This design comes from an exercise in tuning for small area, a short achievable clock period and few clock cycles per item on the open sky130 flow, not from production work. Function was checked by simulation only, so behaviour that the tests miss may differ from the original.

## non_restoring_div
module non_restoring_div #(parameter N = 16) (
    input  logic clk, rst_n, start,
    input  logic [N-1:0] dividend, divisor,
    output logic [N-1:0] quotient, remainder,
    output logic ready
);
    localparam W = $clog2(N);
    function automatic logic [3:0] lead16(input logic [15:0] x);
        logic [3:0] v;
        logic [1:0] e [4];
        for (int k = 0; k < 4; k++) begin
            v[k] = |x[4*k +: 4];
            e[k] = x[4*k+3] ? 2'd3 : x[4*k+2] ? 2'd2 : x[4*k+1] ? 2'd1 : 2'd0;
        end
        lead16[3] = v[3] | v[2];
        lead16[2] = v[3] | (!v[2] & v[1]);
        lead16[1:0] = v[3] ? e[3] : v[2] ? e[2] : v[1] ? e[1] : e[0];
    endfunction
    logic [N-1:0] r, d, q;
    logic [W-1:0] cnt;
    logic         busy, align;
    logic [N-1:0] sma;
    logic         below, accept, last;
    logic [W-1:0] amt;
    logic [N-1:0] rot;
    logic [N:0]   diff;
    always_comb begin
        sma[N-1] = dividend[N-1];
        for (int i = N - 2; i >= 0; i--) sma[i] = sma[i+1] | dividend[i];
    end
    assign below  = |(divisor & ~sma);
    assign accept = start && !busy && divisor != '0;
    assign last   = !align && cnt == '1;
    assign amt    = align ? cnt : '1;
    logic [N-1:0] rot1, rot2, rot4;
    assign rot1 = amt[0] ? {d[N-2:0],    d[N-1]}      : d;
    assign rot2 = amt[1] ? {rot1[N-3:0], rot1[N-1-:2]} : rot1;
    assign rot4 = amt[2] ? {rot2[N-5:0], rot2[N-1-:4]} : rot2;
    assign rot  = amt[3] ? {rot4[N-9:0], rot4[N-1-:8]} : rot4;
    assign diff   = {1'b0, r} - {1'b0, d};
    always_ff @(posedge clk or negedge rst_n) begin
        if (!rst_n) begin
            busy  <= 1'b0;
            ready <= 1'b0;
        end else if (accept) begin
            busy  <= !below;
            ready <= below;
        end else begin
            busy  <= busy && !last;
            ready <= busy && last;
        end
    end
    always_ff @(posedge clk) begin
        align <= !busy;
        if (!busy) begin
            r   <= dividend;
  ...
Size in the first run: ~510 cells after synthesis, roughly 55 flip-flops, ~4200 um2 of cells after synthesis.
==> flow/config.mk <==
export PLATFORM = sky130hd
export DESIGN_NAME = non_restoring_div
export DESIGN_NICKNAME = non_restoring_div
export VERILOG_FILES = /design/flow/design.v
export SDC_FILE = /design/flow/constraint.sdc
export NUM_CORES = 4
export LEC_CHECK = 0
export ABC_CLOCK_PERIOD_IN_PS = 2500
export CAP_MARGIN = 20
export CORE_MARGIN = 2
export CORE_UTILIZATION = 65
export SETUP_SLACK_MARGIN = 2.5
export SLEW_MARGIN = 20
==> flow/constraint.sdc <==
create_clock -name core_clock -period 5.0 [get_ports {clk}]
set_input_delay 1.0000 -clock core_clock [delete_from_list [all_inputs] [get_ports {clk}]]
set_output_delay 1.0000 -clock core_clock [all_outputs]
set_load 0.01 [all_outputs]
standard.sh (not shown) runs the stock make flow with config.mk's settings and CLKGATE_MAP_FILE= SYNTH_SCRIPT=/design/flow/synth_recipe.tcl, a recipe that flattens the netlist after the stock synthesis.
==> flow/flow/run.sh <==
#!/bin/bash
set -euo pipefail
export BUFFER_PORTS_ARGS="-buffer_cell sky130_fd_sc_hd__buf_2"
bash standard.sh > flow.log 2>&1
Testbench counts at the start, summed over its fixed seeds: cycles 14,538, items 3,200.
==> next run, changes <==
==> flow/flow/run.sh (replaced) <==
#!/bin/bash
set -euo pipefail
export BUFFER_PORTS_ARGS="-buffer_cell sky130_fd_sc_hd__buf_2"
bash standard.sh ADDER_MAP_FILE= finish > flow.log 2>&1
- CORE_UTILIZATION: 65 -> 40
Effect:
- area after synthesis decreases by 8.7%
- wire length goes down by 13%
- final area came out lower by 4.7%
- setup slack degrades by 300 ps
- global-route usage came out lower by 13 points
- final cell count is higher by 3.1%
- register-to-register slack improved by 60 ps
- hold slack gains 11 ps
==> next run, changes <==
==> flow/flow/run.sh (replaced) <==
#!/bin/bash
set -euo pipefail
export BUFFER_PORTS_ARGS="-buffer_cell sky130_fd_sc_hd__buf_1"
bash standard.sh > flow.log 2>&1
- CORE_UTILIZATION: 40 -> 65
What happened: Worst setup slack improved by 300 ps. Cell area increases by a few percent. Area after synthesis climbs by roughly a tenth. Global-route usage came out higher by 14 points. Register-to-register slack got worse by 50 ps. Maximum frequency climbs by roughly a tenth. Non-clock buffer count stays the same.
==> next run, changes <==
==> flow/flow/run.sh (replaced) <==
#!/bin/bash
set -euo pipefail
export BUFFER_PORTS_ARGS="-buffer_cell sky130_fd_sc_hd__buf_2"
bash standard.sh > flow.log 2>&1
- CORE_UTILIZATION: 65 -> 40
Result: Cell count goes up by about 9%. Count of clock-buffer cells in the layout is unchanged. Utilization goes down by 29 points. Flip-flop and latch count stays the same. Critical path depth goes up by 2. Wire length goes up by about 5.3%. Final area goes up by about 1.2%. Via count goes down by about 4%. Sequential share of layout area goes down by 0.36 points.

---

Setup of north:
Another version of the RTL of non_restoring_div (not shown whole).
Size in the first run: ~68 I/O pins, roughly 0.0041 mm² of cells after synthesis.
## non_restoring_div
module non_restoring_div #(parameter N = 16) (
    input  logic clk, rst_n, start,
    input  logic [N-1:0] dividend, divisor,
    output logic [N-1:0] quotient, remainder,
    output logic ready
);
export LEC_CHECK = 0
export ABC_CLOCK_PERIOD_IN_PS = 2500
export CAP_MARGIN = 20
export CORE_MARGIN = 2
export CORE_UTILIZATION = 40
export SETUP_SLACK_MARGIN = 2.5
export SLEW_MARGIN = 20
create_clock -name core_clock -period 5.0 [get_ports {clk}]
==> flow/flow/run.sh <==
#!/bin/bash
set -euo pipefail
export BUFFER_PORTS_ARGS="-buffer_cell sky130_fd_sc_hd__buf_2"
bash standard.sh > flow.log 2>&1
Both conditions hold for north: the flow ran to the end and the final layout passed the timing, DRC and antenna checks.
Testbench counts of north, summed over its fixed seeds: cycles 14,538, items 3,200.
diff inputs: north => south
- changing SETUP_SLACK_MARGIN from 2.5 to 3.0
- changing ABC_CLOCK_PERIOD_IN_PS from 2500 to 2000
==> flow/run.sh (new file) <==
#!/bin/bash
# synth_recipe.tcl (not shown) runs the flow's synth.tcl, then flattens the netlist and writes it again
# the make line also repeats each setting of config.mk as NAME=value (left out here)
make -C /OpenROAD-flow-scripts/flow DESIGN_CONFIG=/design/flow/config.mk WORK_HOME=/design/flow/orfs CLKGATE_MAP_FILE= SYNTH_SCRIPT=/design/flow/synth_recipe.tcl finish
removed: flow/flow/run.sh
removed: flow/standard.sh
==> run summary <==
south ends up with lower final critical-path setup slack than north does.
The required time of the critical path on south is in line with that on north.
Compared with north, south shows a higher layout overhead on the synthesized area.
Here is what was changed in the inputs of east compared with south.
- ABC_CLOCK_PERIOD_IN_PS now 2500, was 2000
- SETUP_SLACK_MARGIN now 2.5, was 3.0
Findings:
The final layout from south, which completed every stage, passed the timing, DRC and antenna checks at the end of the flow.
In summary, east completed successfully, with a layout that passed the timing, DRC and antenna checks.
south → east: register-to-register slack increased 20 ps, wire length of the first global-routing pass decreased about 8%, placed standard-cell area decreased 120 µm², clock period minus final worst setup slack increased 18 ps, number of buffer and inverter stages on the critical path decreased 2.
Diff south -> east: signed area change from the synthesized netlist to the final layout moved down, total area of sequential cells decreased by about 0.5% relative to the old numbers.

==> re-timing with driven ports <==
The results above use ideal ports. As a check the final layouts listed here were re-extracted and re-timed, cells and wires unchanged. Step 1 sets driving cells, clkbuf_16 on the clock port and buf_2 on the other inputs (assumed; they add their load-dependent delay and slew). Step 2 moves the port delays by t, midway between the first and last clock arrival at a register: inputs arrive t later, outputs are due t later. That takes back most of the time a late clock gives input paths. Slacks: ideal ports / drivers / drivers and shift; pairs: ideal ports / drivers.
| run | shift t [ns] | setup slack, ns | clock arrival spread, ns | pins driven straight from the clock port |
|---|---|---|---|---|
| the first run of note 1 | 0.356 | 2.475 / 2.470 / 2.114 | 0.010 / 0.010 | 1 |
| the second run of note 1 | 0.351 | 2.170 / 2.165 / 1.813 | 0.006 / 0.005 | 1 |
| the third run of note 1 | 0.343 | 2.470 / 2.473 / 2.130 | 0.016 / 0.016 | 1 |
| the fourth run of note 1 | 0.350 | 2.468 / 2.482 / 2.132 | 0.013 / 0.013 | 1 |
| north | 0.371 | 2.496 / 2.496 / 2.348 | 0.008 / 0.009 | 1 |
| south | 0.379 | 2.467 / 2.467 / 2.467 | 0.014 / 0.014 | 1 |
| east | 0.379 | 2.449 / 2.462 / 2.083 | 0.011 / 0.011 | 1 |
After both steps setup and hold are still met in every run listed. For east, which loses most, drivers alone change the setup slack by +0.013 ns; drivers and shift together by -0.366 ns.
